Background: an optimization exercise with open tools, aiming at small area. Do not read the settings as production practice.
Power is estimated from default activity; no workload was simulated.

==> flow/design.v <==
module alu_top (
    input             clk,
    input      [15:0] a,
    input      [15:0] b,
    input      [2:0]  opcode,
    input             mode,
    output reg [15:0] result,
    output reg        za,
    output reg        zb,
    output reg        eq,
    output reg        gt,
    output reg        lt
);
    reg [15:0] a_q, b_q;
    reg [2:0]  opcode_q;
    reg        mode_q;
    wire [15:0] alu_out;
    wire        za_w, zb_w, eq_w, gt_w, lt_w;
    ALU u_alu (.a(a_q), .b(b_q), .opcode(opcode_q), .mode(mode_q),
               .outALU(alu_out), .za(za_w), .zb(zb_w), .eq(eq_w), .gt(gt_w), .lt(lt_w));
    always @(posedge clk) begin
        a_q      <= a;
        b_q      <= b;
        opcode_q <= opcode;
        mode_q   <= mode;
        result   <= alu_out;
        za       <= za_w;
        zb       <= zb_w;
        eq       <= eq_w;
        gt       <= gt_w;
        lt       <= lt_w;
    end
endmodule

module arith(a, b, opcode, gt, divz, outau);
input [15:0] a;
input [15:0] b;
input [2:0] opcode;
input gt;              
input divz;            
output [15:0] outau;
wire mult = opcode[0] & ~opcode[1];
wire div  = opcode[0] & opcode[1];
wire sub  = opcode[1];
wire divok = div & ~divz;
localparam [15:0] FASTROWS = 16'b0000010101010111;
wire [15:0] L = gt ? a : b;       
wire [15:0] S = gt ? b : a;       
wire [15:0] Y = S ^ {16{sub}};
wire [15:0] hz;
assign hz[0] = divok;
genvar i, j;
generate
for (j = 1; j < 16; j = j + 1) begin : hzc
    assign hz[j] = hz[j-1] & Y[16-j];
end
endgenerate
wire [15:0] X [0:16];
wire [15:0] sel;
assign X[16] = L & {16{~mult}};
generate
for (j = 15; j >= 0; j = j - 1) begin : row
    wire [16:j] c;
    wire [15:j] xn;
    assign c[j] = sub;
    for (i = j; i < 16; i = i + 1) begin : bc
        wire x = X[j+1][i];
        wire y = Y[i-j];
        if (FASTROWS[j]) begin : f
            wire d = y ^ c[i];
            wire h = x ^ y;
            assign c[i+1] = h ? c[i] : x;
            assign xn[i] = x ^ (sel[j] & d);
        end else begin : s
            wire t = x ^ y ^ c[i];
            assign c[i+1] = (x & y) | (x & c[i]) | (y & c[i]);
            assign xn[i] = sel[j] ? t : x;
        end
    end
    if (j == 0) begin : s0
        assign sel[j] = (mult & L[j]) | (hz[j] & c[16]) | ~opcode[0];
    end else begin : sj
        assign sel[j] = (mult & L[j]) | (hz[j] & c[16]);
    end
    assign X[j][15:j] = xn;
    if (j > 0) begin : keep
        assign X[j][j-1:0] = X[j+1][j-1:0];
    end
end
endgenerate
assign outau = opcode[2] ? 16'h0000 : (div ? sel : X[0]);
endmodule
module logic_unit(a, b, opcode, outlu, za, zb, eq, gt, lt);
input [15:0] a;
input [15:0] b;
input [2:0] opcode;
output [15:0] outlu;
output za, zb, eq, gt, lt;
reg [3:0] t;
always @(*)
begin
	case(opcode)
	3'b000: t = 4'b1000;	 
	3'b001: t = 4'b1110;	 
	3'b010: t = 4'b0001;	 
	3'b011: t = 4'b0111;	 
	3'b100: t = 4'b0011;	 
	3'b101: t = 4'b0101;	 
	3'b110: t = 4'b0110;	 
	default: t = 4'b1001;	 
	endcase
end
genvar i;
generate
for (i = 0; i < 16; i = i + 1) begin : lu
    assign outlu[i] = a[i] ? (b[i] ? t[3] : t[2]) : (b[i] ? t[1] : t[0]);
end
endgenerate
wire [16:0] g, l;
assign g[0] = 1'b0;
assign l[0] = 1'b0;
generate
for (i = 0; i < 16; i = i + 1) begin : cmp
    assign g[i+1] = b[i] ? (a[i] & g[i]) : (a[i] | g[i]);
    assign l[i+1] = a[i] ? (b[i] & l[i]) : (b[i] | l[i]);
end
endgenerate
assign gt = g[16];
assign lt = l[16];
assign eq = ~(gt | lt);
assign za = ~|a;
assign zb = ~|b;
endmodule
module ALU( a, b, opcode, mode, outALU, za, zb, eq, gt, lt);
input [15:0] a;
input [15:0] b;
input [2:0] opcode;
input mode;
output [15:0] outALU;
output za, zb, eq, gt, lt;
wire [15:0] outau;
wire [15:0] outlu;
arith a1 (.a(a), .b(b), .opcode(opcode), .gt(gt), .divz(za | zb), .outau(outau));
logic_unit l1 (.a(a), .b(b), .opcode(opcode), .outlu(outlu), .za(za), .zb(zb), .eq(eq), .gt(gt), .lt(lt));
assign outALU = mode ? outlu : outau;
endmodule
Settings: LEC_CHECK=0, ABC_AREA=1, CAP_MARGIN=20, CORE_MARGIN=2, CORE_UTILIZATION=60, SLEW_MARGIN=20; clock period 45.0 ns.
run.sh (not shown) runs the stock make flow with config.mk's settings and CLKGATE_MAP_FILE= SYNTH_SCRIPT=/design/flow/synth_recipe.tcl, a recipe that flattens the netlist after the stock synthesis.
The baseline produced a clean layout.
Change:
--- a/flow/design.v
+++ b/flow/design.v
@@ -42,9 +42,9 @@
 wire mult = opcode[0] & ~opcode[1];
 wire div  = opcode[0] & opcode[1];
 wire sub  = opcode[1];
 wire divok = div & ~divz;
-localparam [15:0] FASTROWS = 16'b0000010101010111;
+localparam [15:0] FASTROWS = 16'b0001010101010111;
 wire [15:0] L = gt ? a : b;       
 wire [15:0] S = gt ? b : a;       
 wire [15:0] Y = S ^ {16{sub}};
 wire [15:0] hz;
Effect:
- worst setup slack got worse by 310 ps
- register-to-register slack got worse by 310 ps
- maximum frequency decreases by 0.77%
- clock power increases by 8.6%
- sequential share of layout area stays flat
- synthesized area increases by 1.1%
- via count stays flat
- wire length increases by 1.7%
No run of this note included a check of the RTL's function; only the layout flow was run.

-- separate check: timing with driven ports --
Ports are ideal in the flow. The routed layouts listed here were re-timed in OpenROAD.
Step 1: set_driving_cell puts a clkbuf_16 on clk and a buf_2 on each other input, an assumption about the parent block.
Step 2 adds t to the input delays and takes it off the output delays; t is the mean of the earliest and latest rising clock arrival at the registers after step 1. Input paths then give back, and output paths get back, about the clock's delay inside the block.
a / b / c = no drivers / after step 1 / after step 2; a / b = the first two.
run	t (ns)	setup slack, ns	worst setup path at the end	pins driven straight from the clock port
the first run	0.361	4.710 / 4.710 / 4.710	register to register	1
the second run	0.357	4.399 / 4.399 / 4.399	register to register	1
After both steps setup and hold are still met in every run listed.
